Context: an optimization exercise on an open-source flow, tuned for small area. The choices shown serve that exercise and are no tape-out recipe.
Only simulation tests tie the RTL to the original design; equivalence was not proved.

==> flow/design.v <==
module muxflags (input logic [5:0] DI, input logic [2:0] sel, output logic DO);
  always_comb begin
    case (sel)
      3'd0: DO = DI[0];
      3'd1: DO = DI[1];
      3'd3: DO = DI[3];
      3'd4: DO = DI[4];
      3'd5: DO = DI[5];
      default: DO = 1'b0;
    endcase
  end
endmodule
module reg_file (input logic clk, rst, input logic [2:0] RA1, RA2, WA3, input logic WE3,
                 input logic [15:0] WD3, output logic [15:0] RD1, RD2);
  logic [15:0] sram [0:7];
  logic [15:0] wd;
  logic [7:0]  en, s1, s2;
  assign wd = WD3 & {16{~rst}};
  always_comb begin
    for (int i = 0; i < 8; i++) begin
      en[i] = rst | (WE3 & (WA3 == 3'(i)));
      s1[i] = (RA1 == 3'(i));
      s2[i] = (RA2 == 3'(i));
    end
  end
  always_ff @(posedge clk) begin
    for (int i = 0; i < 8; i++)
      if (en[i]) sram[i] <= wd;
  end
  always_comb begin
    RD1 = 16'h0;
    RD2 = 16'h0;
    for (int i = 0; i < 8; i++) begin
      RD1 = RD1 | (sram[i] & {16{s1[i]}});
      RD2 = RD2 | (sram[i] & {16{s2[i]}});
    end
  end
endmodule
module alu16 (input logic [15:0] a, b, input logic [4:0] func, input logic f3in,
              input logic md_v, input logic [15:0] md_res,
              output logic [5:0] flagsout, output logic [15:0] y);
  logic is_logic, is_as, is_sub, is_rev, is_cmp;
  assign is_logic = func[4];
  assign is_as  = (func[4:1] == 4'b0000);
  assign is_sub = is_as & func[0];
  assign is_rev = (func == 5'b00101);
  assign is_cmp = (func == 5'b01000);
  logic [16:0] sum;
  logic [15:0] bx;
  assign bx = b ^ {16{func[0]}};
  always_comb begin
    logic c;
    c = f3in ^ func[0];
    for (int i = 0; i < 16; i++) begin
      sum[i] = a[i] ^ bx[i] ^ c;
      c = (a[i] & bx[i]) | (a[i] & c) | (bx[i] & c);
    end
    sum[16] = c;
  end
  logic [15:0] lg;
  always_comb
    for (int i = 0; i < 16; i++) lg[i] = b[i] ? (a[i] ? func[3] : func[1]) : (a[i] ? func[2] : func[0]);
  logic cmp_eq, cmp_lt;
  assign cmp_lt = (a[15:1] == 15'd0);
  assign cmp_eq = (a[15:2] == 14'd0) & a[1] & ~a[0];
  assign y = ({16{is_logic}} & lg)
           | ({16{is_as & ~md_v}} & sum[15:0])
           | ({16{md_v}}     & md_res)
           | ({16{is_rev}}   & {b[7:0], b[15:8]});
  assign flagsout[5] = is_cmp & cmp_eq;
  assign flagsout[4] = is_as & (sum[16] ^ func[0]);
  assign flagsout[3] = 1'b0;
  assign flagsout[2] = 1'b0;
  assign flagsout[1] = is_cmp & ~cmp_eq & ~cmp_lt;
  assign flagsout[0] = is_cmp & cmp_lt;
endmodule
module mdu_rows #(parameter int TLO = 0, THI = 15) (
  input  logic [TLO:0] rin, input logic [15-TLO:15-THI] abit, input logic [15:0] b, input logic b16, input logic mul,
  output logic [15-TLO:15-THI] q, output logic [THI+1:0] rout);
  logic [16:0] hz;    
  always_comb begin
    hz[16] = 1'b1;
    for (int k = 15; k >= 0; k--) hz[k] = hz[k+1] & ~b[k];
  end
  genvar t, k;
  generate for (t = TLO; t <= THI; t++) begin : row
    logic [t+1:0] s, yv, sm, r;
    logic [t+2:0] c;
    logic sel;
    assign s[0] = ~mul & abit[15-t];
    if (t == TLO) begin : f
      assign s[t+1:1] = rin;
    end else begin : n
      assign s[t+1:1] = row[t-1].r;
    end
    for (k = 0; k <= t; k++) begin : bitk
      assign yv[k] = mul ? (abit[15-t] & b[k]) : ~b[k];
    end
    if (t + 1 < 16) begin : top
      assign yv[t+1] = abit[15-t] & b[t+1];
    end else begin : top16
      assign yv[t+1] = abit[15-t] & b16;
    end
    assign c[0] = ~mul;
    for (k = 0; k <= t + 1; k++) begin : add
      assign sm[k] = s[k] ^ yv[k] ^ c[k];
      assign c[k+1] = (s[k] & yv[k]) | (s[k] & c[k]) | (yv[k] & c[k]);
    end
    assign q[15-t] = hz[t+1] & c[t+1];
    assign sel = mul | q[15-t];
    assign r = {sm[t+1], sel ? sm[t:0] : s[t:0]};
  end endgenerate
  assign rout = row[THI].r;
endmodule
module control_unit (
  input  logic [6:0] opcode, input logic clk, state_flag_bit, init,
  output logic wrmem, ioe, intreq, we3, rst, hlt, wrpc, pcen, prefix, jump, ch, ret, wrflags, seladdr,
  output logic [2:0] jsel, output logic [4:0] func, output logic stwr,
  output logic [1:0] spc_b);
  localparam logic [4:0] ADD_OP=5'b00000, NOP_OP=5'b10000, CMP_OP=5'b01000, PASSB_OP=5'b11010;
  logic [5:0] c;
  logic e;
  logic [2:0] state;
  assign {c, e} = opcode;
  logic i_ldw, i_stw, i_mov, i_hlt, i_rst, i_int, i_in, i_out, i_ch, i_ret, i_cmp, i_j;
  logic c_mem, c_alu, c_jmp, c_jpos, c_jneg, c_def;
  assign i_ldw = (c == 6'd0);
  assign i_stw = (c == 6'd1);
  assign i_mov = (c == 6'd2);
  assign i_hlt = (c == 6'd3);
  assign i_rst = (c == 6'd4);
  assign i_int = (c == 6'd5);
  assign i_in  = (c == 6'd6);
  assign i_out = (c == 6'd7);
  assign i_ch  = (c == 6'd8);
  assign i_ret = (c == 6'd9);
  assign i_j   = (c == 6'd25);
  assign i_cmp = (c == 6'd38);
  assign c_mem = i_ldw | i_stw | i_int | i_in | i_out;
  assign c_alu = ((c >= 6'd10) && (c <= 6'd24)) | (c == 6'd39);
  assign c_jmp = (c >= 6'd25) && (c <= 6'd37);
  assign c_jpos = (c == 6'd26) | (c == 6'd28) | (c == 6'd30) | (c == 6'd32) | (c == 6'd34) | (c == 6'd35);
  assign c_jneg = (c == 6'd27) | (c == 6'd29) | (c == 6'd31) | (c == 6'd33) | (c == 6'd36) | (c == 6'd37);
  assign c_def = (c >= 6'd40);
  logic [4:0] alu_code;
  always_comb begin
    case (c)
      6'd10: alu_code = 5'b00000;  
      6'd11: alu_code = 5'b00001;  
      6'd12: alu_code = 5'b00010;  
      6'd13: alu_code = 5'b00011;  
      6'd39: alu_code = 5'b00100;  
      6'd14: alu_code = 5'b10101;  
      6'd15: alu_code = 5'b11110;  
      6'd16: alu_code = 5'b11000;  
      6'd17: alu_code = 5'b10001;  
      6'd18: alu_code = 5'b10111;  
      6'd19: alu_code = 5'b10110;  
      6'd20: alu_code = 5'b11001;  
      6'd21: alu_code = 5'b00110;  
      6'd24: alu_code = 5'b00101;  
      default: alu_code = 5'b00111;  
    endcase
  end
  logic [2:0] jcode;
  always_comb begin
    case (c)
      6'd26, 6'd27: jcode = 3'd5;
      6'd28, 6'd29: jcode = 3'd3;
      6'd30, 6'd31: jcode = 3'd4;
      6'd32, 6'd33: jcode = 3'd2;
      6'd34, 6'd36: jcode = 3'd1;
      default:      jcode = 3'd0;
    endcase
  end
  logic s0, s1, s2, s3, s4, s5;
  assign s0 = (state == 3'd0);
  assign s1 = (state == 3'd1);
  assign s2 = (state == 3'd2);
  assign s3 = (state == 3'd3);
  assign s4 = (state == 3'd4);
  assign s5 = (state == 3'd5);
  assign pcen = wrpc & ~(s3 & i_hlt);
  always_ff @(posedge clk, posedge init) begin
    if (init) begin
      func <= NOP_OP; wrmem <= 0; ioe <= 0; intreq <= 0; stwr <= 0; we3 <= 0; rst <= 1; wrpc <= 0;
      prefix <= 0; jump <= 0; ch <= 0; hlt <= 0; ret <= 0; spc_b <= 0; wrflags <= 0;
      jsel <= 0; seladdr <= 0; state <= 0;
    end else begin
      if ((s3 & (i_mov | i_rst | i_cmp | c_alu | c_def)) |
          (s4 & (i_ldw | i_stw | i_out | i_int | i_ret | i_j | c_jpos | c_jneg)) |
          (s5 & (i_ch | i_in)))
        state <= 3'd0;
      else if ((s3 & i_hlt) | hlt)
        state <= 3'd7;
      else
        state <= state + 3'd1;
      if (s0) func <= NOP_OP;
      else if (s1) func <= ADD_OP;
      else if (s3 & (c_mem | i_ret | c_jmp)) func <= NOP_OP;
      else if (s3 & i_mov) func <= PASSB_OP;
      else if (s3 & i_cmp) func <= CMP_OP;
      else if (s3 & c_alu) func <= alu_code;
      wrmem  <= s4 & i_stw;
      intreq <= s4 & i_int;
      if (s0) ioe <= 0; else if (s4 & (i_in | i_out)) ioe <= 1;
      if (s0) stwr <= 0;
      else if (s3 & (i_mov | i_ch | c_alu)) stwr <= 0;
      else if ((s4 & i_ldw) | (s5 & i_in)) stwr <= 1;
      if (s0) we3 <= 0;
      else if ((s3 & (i_mov | c_alu)) | (s4 & (i_ldw | i_ch)) | (s5 & i_in)) we3 <= 1;
      if (s0) rst <= 0; else if (s3 & i_rst) rst <= 1;
      if (s0) wrpc <= 0;
      else if (s2) wrpc <= 1;
      else if (s3 & ~i_rst) wrpc <= 0;
      else if (s4 & (i_ret | i_j)) wrpc <= 1;
      else if (s4 & c_jpos) wrpc <= state_flag_bit;
      else if (s4 & c_jneg) wrpc <= ~state_flag_bit;
      else if (s5 & i_ch) wrpc <= 1;
      if (s0) prefix <= 0; else if (s3 & (i_ch | c_jmp)) prefix <= e; else if (s3 & i_ret) prefix <= 0;
      if (s0) jump <= 0; else if (s3 & (i_ch | i_ret | c_jmp)) jump <= 1;
      if (s0) ch <= 0; else if (s3 & i_ch) ch <= 1; else if (s4 & i_ch) ch <= 0;
      if (s0) hlt <= 0; else if (s3 & i_hlt) hlt <= 1;
      if (s0) ret <= 0; else if (s3 & i_ret) ret <= 1;
      if (s0) spc_b <= 0; else if (s1) spc_b <= 2; else if (s3 & (c_alu | i_mov)) spc_b <= {1'b0, e};
      if (s0) wrflags <= 0; else if (s3 & (i_cmp | c_alu)) wrflags <= 1;
      if (s0) jsel <= 0; else if (s3 & c_jmp) jsel <= jcode;
      if (s0) seladdr <= 0; else if (s3 & c_mem) seladdr <= 1; else if (s4 & i_ldw) seladdr <= 0;
    end
  end
endmodule
module ERM16_microprocessor (input logic init,clk,input logic [15:0] DI,output logic [15:0] ADDR_BUS,DO,output logic wrmem,ioe,intreq);
  logic we3, rst, hlt, wrpc, pcen, prefix, jump, ch, ret, wrflags, seladdr, flagbit;
  logic [1:0] spc_b;
  logic stwr;
  logic [4:0] func;
  logic [6:0]  q_ir;
  logic [8:0]  q_op;
  logic [15:0] RD1, RD2, a, b, imm, PC, A_ALU, B_ALU, y, WD3;
  logic bh;
  logic [2:0]  A1, A3;
  logic [5:0]  flags, flags_in;
  logic [12:0] rs;
  logic mdld;
  always_ff @(posedge clk) begin
    {q_ir, q_op[5:0]} <= mdld ? rs : {DI[15:9], DI[5:0]};
    q_op[8:6] <= DI[8:6];
  end
  assign imm = {{10{q_op[5]}}, q_op[5:0]};
  assign A1  = ret ? 3'b111 : q_op[8:6];
  assign A3  = ch  ? 3'b111 : q_op[8:6];
  always_comb begin
    WD3 = stwr ? DI : y;
  end
  logic md_e, mul_e, sh_e;
  logic [15:0] boh, bin;
  logic b16e, bz;
  assign md_e  = (func == 5'b00010) | (func == 5'b00011) | (func == 5'b00100) | (func[4:1] == 4'b0011);
  assign mul_e = (func == 5'b00010) | (func == 5'b00110);
  assign sh_e  = (func[4:1] == 4'b0011);
  always_comb
    for (int i = 0; i < 16; i++) boh[i] = (B_ALU[15:4] == 12'd0) && (B_ALU[3:0] == 4'(i));
  assign b16e = sh_e & (B_ALU == 16'd16);
  assign bin  = sh_e ? boh : B_ALU;
  logic v1, v2, m1, qs1, k1, a_stale, smul;
  logic [2:0] d1;
  logic [12:0] R;           
  logic [15:0] X;           
  logic [6:0]  rin0;
  logic [5:0]  abs;
  logic [15:10] qs;
  logic [3:0]  q3;
  logic [16:0] r3o;
  logic [15:0] mdres;
  assign smul = v1 ? m1 : mul_e;
  assign mdld = md_e | v1;
  assign R    = {q_ir, q_op[5:0]};
  assign rin0 = v1 ? R[6:0] : 7'd0;
  assign abs  = v1 ? X[15:10] : a[15:10];
  mdu_rows #(6, 11)  mdus(.rin(rin0), .abit(abs), .b(bin), .b16(1'b0), .mul(smul), .q(qs), .rout(rs));
  mdu_rows #(12, 15) mdu3(.rin(R), .abit(X[15:12]), .b(b), .b16(bh), .mul(m1), .q(q3), .rout(r3o));
  always_ff @(posedge clk) begin
    v1 <= md_e;
    v2 <= v1 & ~rst;
    if (md_e) begin
      m1 <= mul_e; qs1 <= (func == 5'b00011) | (func == 5'b00111); k1 <= sh_e; d1 <= A3;
    end
    X <= {v1 ? X[9:0] : a[9:0], qs};
    a_stale <= (A1 == d1);
  end
  assign bz = (b == 16'd0);
  assign mdres = qs1 ? ((k1 & bz) ? 16'd0 : {X[11:0], q3}) : r3o[15:0];
  logic fwd1, rf_we;
  logic [2:0] rf_wa;
  logic [15:0] rf_wd;
  assign fwd1  = v2 & (A1 == d1);
  assign rf_we = (we3 & ~md_e) | v2;
  assign rf_wa = v2 ? d1 : A3;
  assign rf_wd = WD3;    
  reg_file regfile(.clk(clk), .rst(rst), .RA1(A1), .RA2(q_op[5:3]), .WA3(rf_wa), .WE3(rf_we), .WD3(rf_wd), .RD1(RD1), .RD2(RD2));
  always_ff @(posedge clk) begin
    if (rst) a <= 16'h0; else a <= fwd1 ? mdres : RD1;
    b <= (md_e | v1) ? bin : RD2;
    bh <= md_e ? b16e : bh;
  end
  assign A_ALU = wrflags ? a : PC;
  always_comb begin
    case (spc_b)
      2'd0:    B_ALU = b;
      2'd1:    B_ALU = imm;
      default: B_ALU = 16'd2;
    endcase
  end
  alu16 ALU(.a(A_ALU), .b(B_ALU), .func(func), .f3in(flags[3]), .md_v(v2), .md_res(mdres), .flagsout(flags_in), .y(y));
  always_ff @(posedge clk) begin
    if (rst) flags <= 6'h0;
    else if (wrflags) flags <= flags_in;
    else if (v2 & m1 & ~k1) flags[4] <= r3o[16];
    else if (v2 & m1 & k1) flags[3] <= r3o[16];
  end
  muxflags mux_Jcc(.DI(flags), .sel(jsel), .DO(flagbit));
  logic [2:0] jsel;
  always_ff @(posedge clk) begin
    if (rst) PC <= 16'h0;
    else if (pcen) PC <= jump ? (prefix ? imm : a) : y;
  end
  always_ff @(posedge clk) begin
    if (rst) ADDR_BUS <= 16'h0; else ADDR_BUS <= seladdr ? b : PC;
    if (rst) DO <= 16'h0; else if (!hlt) DO <= (v2 & a_stale) ? mdres : a;
  end
  control_unit cb(.opcode(q_ir), .clk(clk), .state_flag_bit(flagbit), .init(init),
    .wrmem(wrmem), .ioe(ioe), .intreq(intreq), .we3(we3), .rst(rst), .hlt(hlt), .wrpc(wrpc), .pcen(pcen),
    .prefix(prefix), .jump(jump), .ch(ch), .ret(ret), .wrflags(wrflags), .seladdr(seladdr),
    .jsel(jsel), .func(func), .stwr(stwr), .spc_b(spc_b));
endmodule
==> flow/flow/run.sh <==
#!/bin/bash
# The standard layout (standard.sh, unchanged), with two settings passed to ORFS:
# - the input and output port buffers are made from the smallest buffer cell (every port
#   still gets its own buffer);
set -euo pipefail
export BUFFER_PORTS_ARGS="-buffer_cell sky130_fd_sc_hd__buf_1"
export CTS_ARGS="-sink_clustering_enable -repair_clock_nets -sink_clustering_size 16 -sink_clustering_max_diameter 60 -buf_list sky130_fd_sc_hd__clkbuf_8 -dont_use_dummy_load"
bash standard.sh > standard_flow.log 2>&1
==> flow/standard.sh <==
#!/bin/bash
# synth_recipe.tcl (not shown) runs the flow's synth.tcl, then flattens the netlist and writes it again
# the make line also repeats each setting of config.mk as NAME=value (left out here)
make -C /OpenROAD-flow-scripts/flow DESIGN_CONFIG=/design/flow/config.mk WORK_HOME=/design/flow/orfs CLKGATE_MAP_FILE= SYNTH_SCRIPT=/design/flow/synth_recipe.tcl "${@:-finish}"
==> flow/config.mk <==
export PLATFORM = sky130hd
export DESIGN_NAME = ERM16_microprocessor
export DESIGN_NICKNAME = ERM16_microprocessor
export VERILOG_FILES = /design/flow/design.v
export SDC_FILE = /design/flow/constraint.sdc
export NUM_CORES = 4
export LEC_CHECK = 0
export ABC_AREA = 1
export CAP_MARGIN = 20
export CORE_MARGIN = 2
export CORE_UTILIZATION = 55
export CTS_BUF_LIST = sky130_fd_sc_hd__clkbuf_8
export CTS_CLUSTER_DIAMETER = 60
export CTS_CLUSTER_SIZE = 16
export PLACE_DENSITY = 0.7
export SLEW_MARGIN = 20
==> flow/constraint.sdc <==
create_clock -name core_clock -period 30.0 [get_ports {clk}]
set_input_delay 6.0000 -clock core_clock [delete_from_list [all_inputs] [get_ports {clk}]]
set_output_delay 6.0000 -clock core_clock [all_outputs]
set_load 0.01 [all_outputs]
==> results of run 1 <==
==> metal layers <==
| metal | global-route usage (%) | wire length, um |
|---|---|---|
| met1 | 54.38 | 29230 |
| met2 | 61.61 | 33760 |
| met4 | 22.45 | 4992 |
| met5 | 0 | 34 |
| met3 | 9.516 | 9995 |
==> cell type report <==
class                           instances  area share (%)
Multi-Input combinational cell       1764           52.62
Timing Repair Buffer                   97           2.513
Sequential cell                       287           34.10
Tap cell                              468           2.760
Inverter                              349           6.187
Clock buffer                           28           1.817
==> worst max-delay path: cells and delay by family (launching register included) <==
family | cells | cell delay [ps]
AOI/OAI and AO/OA | 9 | 2130
adders and majority gates | 53 | 21380
buffers and inverters | 5 | 1220
DFF | 1 | 340
and+or+nand+nor | 10 | 2170
==> cell usage after synthesis, drive strengths merged (7+ instances only) <==
cell type / count / area, um2
nor3: 22 / 120.1
nand3: 120 / 715.7
dfxtp: 125 / 2502
nand2: 552 / 2190
xor2: 34 / 297.8
o2111ai: 13 / 113.9
a22oi: 15 / 117.6
a21oi: 139 / 721.9
ha: 9 / 112.6
nand4: 30 / 200.2
fa: 119 / 2382
clkbuf: 85 / 320.3
or2: 15 / 96.34
o211ai: 27 / 202.7
nor2: 209 / 853.3
mux2: 27 / 304.0
o21ai: 269 / 1358
dfrtp: 25 / 625.6
a221oi: 46 / 402.9
o22ai: 26 / 162.7
a32o: 20 / 200.2
a31oi: 16 / 112.6
edfxtp: 135 / 4054
buf: 19 / 122.6
xnor2: 21 / 183.9
inv: 343 / 1290
nor4: 7 / 43.79
==> path summary, 6_finish.rpt <==
path / slack, ps / to / cells past startpoint
min reg2reg: 460 / DO[15] / 2
min: 460 / DO[15] / 2
max reg2reg: 2460 / regfile.sram[0][1] / 77
min in group asynchronous: 5360 / cb.ch / 2
max: 2460 / regfile.sram[0][1] / 77
max in group asynchronous: 24210 / cb.func[3] / 2
==> kinds of logic after synthesis <==
logic type	Yosys count
buffers and inverters	453
xor gates and xnor gates	55
AOI/OAI and AO/OA	592
DFF	287
muxes	31
adders and majority gates	128
and+or+nand+nor	958
==> through the flow <==
stage                     area, um2  hold slack (ps)  instances
after floorplan               20120            422.6       2504
after global placement        20830            443.8       2965
after detailed placement      20830            453.5       2965
after CTS                     21210            465.0       2993
after global routing          21210            479.6       2993
final                         21210            463.0       2993
==> sequential cells by signal, summed over array words and instances (netlist names), 7 cells and up <==
| name | cells |
|---|---|
| X | 16 |
| q_op | 9 |
| a | 16 |
| q_ir | 7 |
| PC | 16 |
| regfile.sram | 128 |
| b | 16 |
| ADDR_BUS | 16 |
| DO | 16 |
==> summary.md, run 1 <==
| Metric | Value |
|---|---|
| Outcome | `complete, no violations` |
| Synthesized net count | `2650` |
| Starting Density | `55.35%` |
| Post-CTS Resized | `0` |
| Setup_tns | `0 ps` |
| CTS tree | `built` |
| Clock buffers created by TritonCTS | `28` |
| Most common cell after layout, fill and taps aside | `nand2_1` |
| Simple-gate portion of the synthesized area | `21.08%` |
| DIE HEIGHT | `195.3 um` |
| Compound-cell area share of the yosys netlist | `17.72%` |
| Layout Utilization | `58.36%` |
| Post-Route WL | `78.02 mm` |
| FF/Latch Area | `7234 um2` |
| Critical Path Source Type | `flip-flop` |
| Grt total ovfl | `0` |
| Crit path arrival time | `27950 ps` |
| Final hold violations | `0` |
| Clock Latency Late Sink | `680 ps` |
| Post-DP HPWL | `58.23 mm` |
| CTS root buf | `clkbuf_8` |
| Total number of vias | `19322` |
| Via density | `6.456` |
| Mux share of post-synthesis cell area | `1.710%` |
| Share of layout cells above drive strength 1 | `8.317%` |
| Adder-cell area share of the yosys netlist | `12.40%` |
| Synth warnings | `8` |
| Die X | `195.3 um` |
| Synth cell types | `67` |
| # setup viols final | `0` |
| Fill count | `3364` |
| Area of the multi-input gates | `11160 um2` |
| CP peak stage delay | `570 ps` |
| Port buffer count | `52` |
| Max-Cap Viols | `0` |
| Number of synthesized flops with an enable pin | `135` |
| # IOs | `53` |
| Top cell by count, worst path | `fa_1` |
| Clock Path Buffers | `3` |
| Xor-xnor portion of the synthesized cell area | `2.395%` |
| Initial antenna violation count | `4` |
| Top_reg_cell synth | `edfxtp_1` |
| Final worst slack | `2460 ps` |
| CTS clk-pin slew, worst paths | `100 ps` |
| Syn Inst Count | `2504` |
| Hold_sp | `DO[15]` |
| Area delta synth->final | `5.455%` |
| Post-layout min period | `27540 ps` |
| Cell row count | `70` |
| WL/cell | `26.07 um` |
| Crit. Startpoint | `m1` |
| Full die area | `38120 um2` |
| Fmax | `0.03631 GHz` |
| Drt drc | `0` |
| Final #Nets | `2673` |
| RSZ-0062 raised after global routing | `false` |
| Number of global-route vias before repair | `18472` |
| First-pass GRT wire length | `115.9 mm` |
| Syn avg cell area | `8.034 um2` |
| Worst setup EP type | `flip-flop` |
| GRT Util Overall | `40.77%` |
| Crit Path Max Fanout | `28` |
| Critical Path RT | `30410 ps` |
| Max-slew headroom | `21.37%` |
| Antenna diodes | `0` |
| Async set or reset register ratio after synthesis | `9.408%` |
| Max Transition Viols Final | `0` |
| Commonest cells after routing, fill and taps aside | `nand2_1 (524), inv_1 (324), o21ai_0 (247)` |
| Routability cong. | `1.067` |
| #FFs+latches synth | `287` |
| Clock Skews | `108.0 ps` |
| Worst-Margin Slew | `1178 ps` |
| DR pass1 iterations | `8` |
| Cts hold-fix bufs | `0` |
| Final cycle utilization of the critical path | `91.80%` |
| Min-Delay Path Class | `flip-flop to flip-flop` |
| Largest net degree at the start of global routing | `65` |
| Register area share after synthesis | `35.96%` |
| Syn Std Cell Area | `20120 um2` |
| Postcts setup bufs | `0` |
| Slowest CP cell | `a22oi_1` |
| Pre-CTS WS | `2663 ps` |
| Main combinational cell family by area after synthesis | `simple AND/OR/NAND/NOR gates` |
| Clock Sinks | `287` |
| Critical setup path kind | `flip-flop to flip-flop` |
| Initial DRC Count | `2948` |
| H-tree levels | `1` |
| Core area | `36350 um2` |
| Final antenna-violating net count | `0` |
| RR Startpoint | `m1` |
==> run 2: changes to the inputs <==
--- a/flow/design.v
+++ b/flow/design.v
@@ -86,27 +86,27 @@
   generate for (t = TLO; t <= THI; t++) begin : row
     logic [t+1:0] s, yv, sm, r;
     logic [t+2:0] c;
-    logic sel;
-    assign s[0] = ~mul & abit[15-t];
+    logic sel, m;
+    assign m = abit[15-t] | ~mul;      
+    assign s[0] = ~abit[15-t] & ~mul;  
     if (t == TLO) begin : f
       assign s[t+1:1] = rin;
     end else begin : n
       assign s[t+1:1] = row[t-1].r;
     end
-    for (k = 0; k <= t; k++) begin : bitk
-      assign yv[k] = mul ? (abit[15-t] & b[k]) : ~b[k];
+    for (k = 0; k <= t + 1; k++) begin : bitk
+      if (k < 16) begin : lo
+        assign yv[k] = m & b[k];
+      end else begin : hi
+        assign yv[k] = m & b16;
+      end
     end
-    if (t + 1 < 16) begin : top
-      assign yv[t+1] = abit[15-t] & b[t+1];
-    end else begin : top16
-      assign yv[t+1] = abit[15-t] & b16;
-    end
-    assign c[0] = ~mul;
+    assign c[0] = 1'b0;
     for (k = 0; k <= t + 1; k++) begin : add
       assign sm[k] = s[k] ^ yv[k] ^ c[k];
       assign c[k+1] = (s[k] & yv[k]) | (s[k] & c[k]) | (yv[k] & c[k]);
     end
-    assign q[15-t] = hz[t+1] & c[t+1];
+    assign q[15-t] = hz[t+1] & ~c[t+1];
     assign sel = mul | q[15-t];
     assign r = {sm[t+1], sel ? sm[t:0] : s[t:0]};
   end endgenerate
@@ -275,7 +275,7 @@
   assign smul = v1 ? m1 : mul_e;
   assign mdld = md_e | v1;
   assign R    = {q_ir, q_op[5:0]};
-  assign rin0 = v1 ? R[6:0] : 7'd0;
+  assign rin0 = v1 ? R[6:0] : {7{~mul_e}};    
   assign abs  = v1 ? X[15:10] : a[15:10];
   mdu_rows #(6, 11)  mdus(.rin(rin0), .abit(abs), .b(bin), .b16(1'b0), .mul(smul), .q(qs), .rout(rs));
   mdu_rows #(12, 15) mdu3(.rin(R), .abit(X[15:12]), .b(b), .b16(bh), .mul(m1), .q(q3), .rout(r3o));
@@ -289,7 +289,7 @@
     a_stale <= (A1 == d1);
   end
   assign bz = (b == 16'd0);
-  assign mdres = qs1 ? ((k1 & bz) ? 16'd0 : {X[11:0], q3}) : r3o[15:0];
+  assign mdres = qs1 ? ((k1 & bz) ? 16'd0 : {X[11:0], q3}) : (r3o[15:0] ^ {16{~m1}});
   logic fwd1, rf_we;
   logic [2:0] rf_wa;
   logic [15:0] rf_wd;
==> run 2 against run 1 <==
Net effect:
- routed wire length down 0.33%
- maximum frequency down 2.1%
- still clean on timing, DRC and antenna
- register-to-register slack worse by 580 ps
- global-route usage up 0.092 points
- non-clock buffer count down 2
- critical endpoint is now cb.alu_code[1]
- flip-flop and latch count unchanged
- first-iteration DRC count up 3.1%
- via count down 1.3%
- sequential share of layout area up 0.37 points
- clock skew up 13 ps
==> summary.md, run 2 <==
| Metric | Value |
|---|---|
| Crit path arrival time | `28630 ps` |
| Post-Route WL | `77.76 mm` |
| Area delta synth->final | `5.849%` |
| Max FFs per register | `128` |
| Worst setup EP type | `flip-flop` |
| Synthesized net count | `2636` |
| Min-Delay Path Class | `flip-flop to flip-flop` |
| WL/cell | `26.27 um` |
| Synth area leaders | `edfxtp_1 (20%), dfxtp_1 (13%), fa_1 (12%)` |
| Max-slew headroom | `27.89%` |
| CP peak stage delay | `890 ps` |
| Worst-Margin Slew | `1079 ps` |
| Full die area | `37590 um2` |
| Initial DRC Count | `3038` |
| Clock Skews | `120.7 ps` |
| Clock Sinks | `287` |
| Final antenna-violating net count | `0` |
| Most instantiated cells after synthesis | `nand2_1 (467), inv_1 (304), nor2_1 (270)` |
| Drt drc | `0` |
| Fmax | `0.03556 GHz` |
| Port buffer count | `52` |
| CTS tree | `built` |
| Synth cell types | `62` |
| DIE HEIGHT | `193.9 um` |
| Synth warnings | `8` |
| Core area | `35570 um2` |
| Number of global-route vias before repair | `18094` |
| Clock Latency Late Sink | `680 ps` |
| Final #Nets | `2656` |
| Max-Cap Viols | `0` |
| Setup_tns | `0 ps` |
| Critical Path Source Type | `flip-flop` |
| CTS root buf | `clkbuf_8` |
| R2R depth | `108` |
| Clock buffers created by TritonCTS | `30` |
| Critical Path RT | `30510 ps` |
| Post-layout min period | `28120 ps` |
| RSZ-0062 raised after global routing | `false` |
| Max Transition Viols Final | `0` |
| Register area share after synthesis | `36.48%` |
| Crit Path Max Fanout | `18` |
| Reg2Reg Setup Slack | `1880 ps` |
| # setup viols final | `0` |
| Cts hold-fix bufs | `0` |
| Clock Path Buffers | `3` |
| Area of the multi-input gates | `10970 um2` |
| CTS clk-pin slew, worst paths | `100 ps` |
| Share of layout cells above drive strength 1 | `7.166%` |
| Syn Std Cell Area | `19830 um2` |
| Biggest register | `regfile.sram` |
| Largest net degree at the start of global routing | `50` |
| RR Startpoint | `cb.func[1]` |
| Slowest CP cell | `dfrtp_1` |
| RR Endpoint | `cb.alu_code[1]` |
| FF/Latch Area | `7234 um2` |
| Postcts setup bufs | `0` |
| Die X | `193.9 um` |
| GRT Util Overall | `40.87%` |
| H-tree levels | `1` |
| Final cycle utilization of the critical path | `93.74%` |
| Final hold violations | `0` |
| Starting Density | `55.75%` |
| First-pass GRT wire length | `114.9 mm` |
| Syn Inst Count | `2480` |
| Initial antenna violation count | `3` |
| Cell row count | `69` |
| Total number of vias | `19071` |
| Worst Setup EP | `cb.alu_code[1]` |
| Fill count | `3330` |
| Post-DP HPWL | `58.05 mm` |
| Synth top area share | `20.44%` |
| Critical setup path kind | `flip-flop to flip-flop` |
| Yosys top cell by area | `edfxtp_1` |
| Outcome | `complete, no violations` |
| Most common cell after layout, fill and taps aside | `nand2_1` |
| Grt total ovfl | `0` |
| DR pass1 iterations | `8` |
| #FFs+latches synth | `287` |
| Number of synthesized flops with an enable pin | `135` |
| Async set or reset register ratio after synthesis | `9.408%` |
| Via density | `6.443` |
| Most common cell in the netlist | `nand2_1` |
| Routability cong. | `1.123` |
| # IOs | `53` |
| Commonest cells after routing, fill and taps aside | `nand2_1 (467), inv_1 (303), nor2_1 (266)` |
| Crit. Startpoint | `cb.func[1]` |
| Top cell by count, worst path | `fa_1` |
| Layout Utilization | `59.01%` |
| Top_reg_cell synth | `edfxtp_1` |
| Syn avg cell area | `7.996 um2` |
| Post-CTS Resized | `0` |
[run 2: worst min-delay path by stage]
stage | from | endpoint | slack, ps | cells past startpoint
after detailed placement | X[1] | X[7] | 450 | 2
after global routing | X[2] | X[8] | 490 | 2
after floorplan | X[4] | X[10] | 430 | 2
final | X[2] | X[8] | 460 | 2
after global placement | X[1] | X[7] | 450 | 2
after CTS | X[2] | X[8] | 450 | 2
[run 2: routing by layer]
metal | routed length, um | track usage [%] | vias up
li1 | - | - | 8346
met1 | 28720 | 53.57 | 8924
met2 | 32730 | 60.21 | 1466
met3 | 10500 | 11.43 | 331
met4 | 5791 | 25.14 | 4
met5 | 18 | 0 | -
[run 2: stage by stage]
stage,hold WS [ps],worst slack (ps),cells,cell area [um2]
2_1_floorplan,425.4,6150,2480,19830
3_3_place_gp,448.9,2346,2925,20530
3_5_place_dp,451.5,2153,2927,20550
4_1_cts,446.6,2085,2957,20960
5_1_grt,491.4,476.5,2959,20990
6_report,464.3,1878,2960,20990
[run 2: cells by family after synthesis]
kind of cell	count (synthesis)	synth area share, %
buffers and inverters	442	8.544
AO/OA/AOI/OAI	629	19.25
multiplexers	3	0.1514
AND/OR/NAND/NOR	941	20.52
XOR/XNOR	40	1.767
adder cells (fa/ha/maj)	138	13.29
flip-flops	287	36.48
[run 2: critical path: cells and delay by family (launching register included)]
| family | cells | cell delay (ps) |
|---|---|---|
| DFF | 1 | 890 |
| and+or+nand+nor | 28 | 4790 |
| adders and majority gates | 53 | 18600 |
| buffers and inverters | 21 | 2530 |
| AOI/OAI and AO/OA | 6 | 1160 |
[run 2: final cells by class]
type	count	share of cell area, %
clock buffer	30	1.967
tap	461	2.748
inverter	335	5.991
antenna	1	0.01192
timing repair buffer	95	2.539
multi-input combinational	1751	52.27
sequential	287	34.47
==> run 3: changes to the inputs <==
--- a/flow/design.v
+++ b/flow/design.v
@@ -75,11 +75,11 @@
   assign flagsout[0] = is_cmp & cmp_lt;
 endmodule
 module mdu_rows #(parameter int TLO = 0, THI = 15) (
-  input  logic [TLO:0] rin, input logic [15-TLO:15-THI] abit, input logic [15:0] b, input logic b16, input logic mul,
+  input  logic [TLO:0] rin, input logic [15-TLO:15-THI] abit, input logic [15:0] b, input logic b16, input logic mul, input logic big,
   output logic [15-TLO:15-THI] q, output logic [THI+1:0] rout);
   logic [16:0] hz;    
   always_comb begin
-    hz[16] = 1'b1;
+    hz[16] = ~big;
     for (int k = 15; k >= 0; k--) hz[k] = hz[k+1] & ~b[k];
   end
   genvar t, k;
@@ -258,8 +258,10 @@
   assign md_e  = (func == 5'b00010) | (func == 5'b00011) | (func == 5'b00100) | (func[4:1] == 4'b0011);
   assign mul_e = (func == 5'b00010) | (func == 5'b00110);
   assign sh_e  = (func[4:1] == 4'b0011);
+  logic bhi, bige, bigs;
+  assign bhi = (B_ALU[15:4] != 12'd0);
   always_comb
-    for (int i = 0; i < 16; i++) boh[i] = (B_ALU[15:4] == 12'd0) && (B_ALU[3:0] == 4'(i));
+    for (int i = 0; i < 16; i++) boh[i] = !bhi && (B_ALU[3:0] == 4'(i));
   assign b16e = sh_e & (B_ALU == 16'd16);
   assign bin  = sh_e ? boh : B_ALU;
   logic v1, v2, m1, qs1, k1, a_stale, smul;
@@ -277,8 +279,10 @@
   assign R    = {q_ir, q_op[5:0]};
   assign rin0 = v1 ? R[6:0] : {7{~mul_e}};    
   assign abs  = v1 ? X[15:10] : a[15:10];
-  mdu_rows #(6, 11)  mdus(.rin(rin0), .abit(abs), .b(bin), .b16(1'b0), .mul(smul), .q(qs), .rout(rs));
-  mdu_rows #(12, 15) mdu3(.rin(R), .abit(X[15:12]), .b(b), .b16(bh), .mul(m1), .q(q3), .rout(r3o));
+  assign bige = sh_e & bhi;
+  assign bigs = v1 ? (k1 & bz) : bige;
+  mdu_rows #(6, 11)  mdus(.rin(rin0), .abit(abs), .b(bin), .b16(1'b0), .mul(smul), .big(bigs), .q(qs), .rout(rs));
+  mdu_rows #(12, 15) mdu3(.rin(R), .abit(X[15:12]), .b(b), .b16(bh), .mul(m1), .big(k1 & bz), .q(q3), .rout(r3o));
   always_ff @(posedge clk) begin
     v1 <= md_e;
     v2 <= v1 & ~rst;
@@ -289,7 +293,7 @@
     a_stale <= (A1 == d1);
   end
   assign bz = (b == 16'd0);
-  assign mdres = qs1 ? ((k1 & bz) ? 16'd0 : {X[11:0], q3}) : (r3o[15:0] ^ {16{~m1}});
+  assign mdres = qs1 ? {X[11:0], q3} : (r3o[15:0] ^ {16{~m1}});
   logic fwd1, rf_we;
   logic [2:0] rf_wa;
   logic [15:0] rf_wd;
==> run 3 against run 2 <==
Net effect:
- flip-flop and latch count did not move
- die area fell by 0.61%
- utilization fell by 0.33 points
- register-to-register slack improved by 440 ps
==> summary.md, run 3 <==
| Metric | Value |
|---|---|
| CTS tree | `built` |
| Largest net degree at the start of global routing | `41` |
| Number of global-route vias before repair | `17667` |
| Final worst slack | `2321 ps` |
| Critical setup path kind | `flip-flop to flip-flop` |
| Hold_sp | `DO[10]` |
| Critical Path Source Type | `flip-flop` |
| Total number of vias | `18832` |
| Outcome | `complete, no violations` |
| CTS root buf | `clkbuf_8` |
| Reg2Reg Setup Slack | `2320 ps` |
| Min-Delay Path Class | `flip-flop to flip-flop` |
| RR Endpoint | `cb.alu_code[1]` |
| Slowest CP cell | `clkinv_1` |
| Top cell by count, worst path | `fa_1` |
| Post-DP HPWL | `56.16 mm` |
| Hold EP | `DO[10]` |
| Clock buffers created by TritonCTS | `28` |
| Postcts setup bufs | `0` |
| Worst setup EP type | `flip-flop` |
| Clock Skews | `68.34 ps` |
| R2R depth | `103` |
| Starting Density | `55.67%` |
| Final antenna-violating net count | `0` |
| Routability cong. | `1.045` |
| DIE HEIGHT | `193.3 um` |
| Most common cell in the netlist | `nand2_1` |
| Final hold violations | `0` |
| Synthesized net count | `2640` |
| Register area share after synthesis | `36.71%` |
| Clock Latency Late Sink | `650 ps` |
| Fmax | `0.03613 GHz` |
| Async set or reset register ratio after synthesis | `9.408%` |
| WL/cell | `25.46 um` |
| Crit Path Max Fanout | `32` |
| Max-slew headroom | `18.88%` |
| Die X | `193.3 um` |
| Final cycle utilization of the critical path | `92.26%` |
| Post-layout min period | `27680 ps` |
| Grt total ovfl | `0` |
| CP peak stage delay | `840 ps` |
| Hold path depth | `2` |
| Fill count | `3336` |
| Cts hold-fix bufs | `0` |
| Core area | `35400 um2` |
| Synth cell types | `65` |
| Setup_tns | `0 ps` |
| Layout Utilization | `58.67%` |
| Worst-Margin Slew | `1204 ps` |
| Final #Nets | `2654` |
| Clock Path Buffers | `3` |
| CTS clk-pin slew, worst paths | `90 ps` |
| Max-Cap Viols | `0` |
| Syn Inst Count | `2484` |
| Pre-CTS WS | `2863 ps` |
| #FFs+latches synth | `287` |
| Clock Sinks | `287` |
| Max FFs per register | `128` |
| Share of layout cells above drive strength 1 | `6.210%` |
| Synth warnings | `8` |
| DR pass1 iterations | `8` |
| RR Startpoint | `m1` |
| Area delta synth->final | `5.397%` |
| Most common cell after layout, fill and taps aside | `nand2_1` |
| First-pass GRT wire length | `111.8 mm` |
| Commonest cells after routing, fill and taps aside | `nand2_1 (432), inv_1 (305), nor2_1 (285)` |
| RSZ-0062 raised after global routing | `false` |
| Drt drc | `0` |
| Post-Route WL | `75.30 mm` |
| Worst path buffer plus inverter count | `21` |
| Antenna diodes | `0` |
| H-tree levels | `1` |
| Top_reg_cell synth | `edfxtp_1` |
| CP delay by family, top | `adder cells` |
| Yosys top cell by area | `edfxtp_1` |
| Syn Std Cell Area | `19710 um2` |
| Biggest register | `regfile.sram` |
| Synth top area share | `20.57%` |
| Full die area | `37360 um2` |
| Max Transition Viols Final | `0` |
| Initial DRC Count | `2561` |
| # setup viols final | `0` |
| Critical Path RT | `30540 ps` |
| Initial antenna violation count | `3` |
| Crit path arrival time | `28220 ps` |
| Via density | `6.369` |
| Post-CTS Resized | `0` |
| GRT Util Overall | `39.61%` |
| Synth area leaders | `edfxtp_1 (21%), dfxtp_1 (13%), fa_1 (12%)` |
| Most instantiated cells after synthesis | `nand2_1 (432), inv_1 (306), nor2_1 (289)` |
| Port buffer count | `52` |
| # IOs | `53` |
| Syn avg cell area | `7.933 um2` |
| Number of synthesized flops with an enable pin | `135` |
| Worst hold slack | `468.5 ps` |
| FF/Latch Area | `7234 um2` |
| Cell row count | `69` |
| Area of the multi-input gates | `10870 um2` |
-- run 3: how the worst max path moves through the flow --
stage,start,cells after the start,end
floorplan,m1,90,regfile.sram[0][3]
finish,m1,103,cb.alu_code[1]
CTS,m1,103,cb.alu_code[1]
global route,m1,103,cb.alu_code[1]
detailed placement,m1,103,cb.alu_code[1]
global placement,m1,103,cb.alu_code[1]
-- run 3: cell families after synthesis --
family | after synthesis | share of synthesized area, %
AND/OR/NAND/NOR | 931 | 20.26
AO/OA/AOI/OAI | 649 | 19.23
buffers and inverters | 434 | 8.413
flip-flops | 287 | 36.71
adder cells (fa/ha/maj) | 138 | 13.37
XOR/XNOR | 42 | 1.867
multiplexers | 3 | 0.1524
-- run 3: stage by stage --
step	instances	area (um2)
floorplan	2484	19710
global placement	2929	20380
detailed placement	2929	20380
CTS	2957	20770
global route	2957	20770
finish	2957	20770
-- run 3: layout make-up --
class,instances,area share [%]
multi-input cells,1763,52.32
clock buffers,28,1.856
well taps,461,2.777
repair buffers,87,2.205
inverters,331,6.006
flip-flops and latches,287,34.83
-- run 3: worst min-delay path: cells and delay by family (launching register included) --
kind	cells	cell delay (ps)
and+or+nand+nor	1	60
AOI/OAI and AO/OA	1	50
DFF	1	320
-- run 3: layer usage --
metal	part of all wire, %	track usage, %	wire, um
met1	39	54.12	29660
met2	43	59.51	32140
met3	11	8.804	8654
met4	6.4	20.10	4821
met5	0.029	0	22

what the ideal ports hide:
The results above use ideal ports. As a check the final layouts listed here were re-extracted and re-timed, cells and wires unchanged. Step 1, drivers: a clkbuf_16 drives clk and a buf_2 each remaining input, both assumed. Step 2 adds t to the input delays and takes it off the output delays; t is the mean of the earliest and latest rising clock arrival at the registers after step 1. Input paths then give back, and output paths get back, about the clock's delay inside the block. a / b / c = ideal / step 1 / step 2; a / b = the first two.
run | t (ns) | setup WS [ns] | clock arrival spread, ns | slew at the worst register clock pin (ns)
run 1 | 0.679 | 2.460 / 2.460 / 2.460 | 0.109 / 0.109 | 0.10 / 0.10
run 2 | 0.670 | 1.878 / 1.878 / 1.878 | 0.121 / 0.121 | 0.11 / 0.11
run 3 | 0.662 | 2.321 / 2.321 / 2.321 | 0.068 / 0.069 | 0.11 / 0.11
After both steps setup and hold are still met in every run listed.
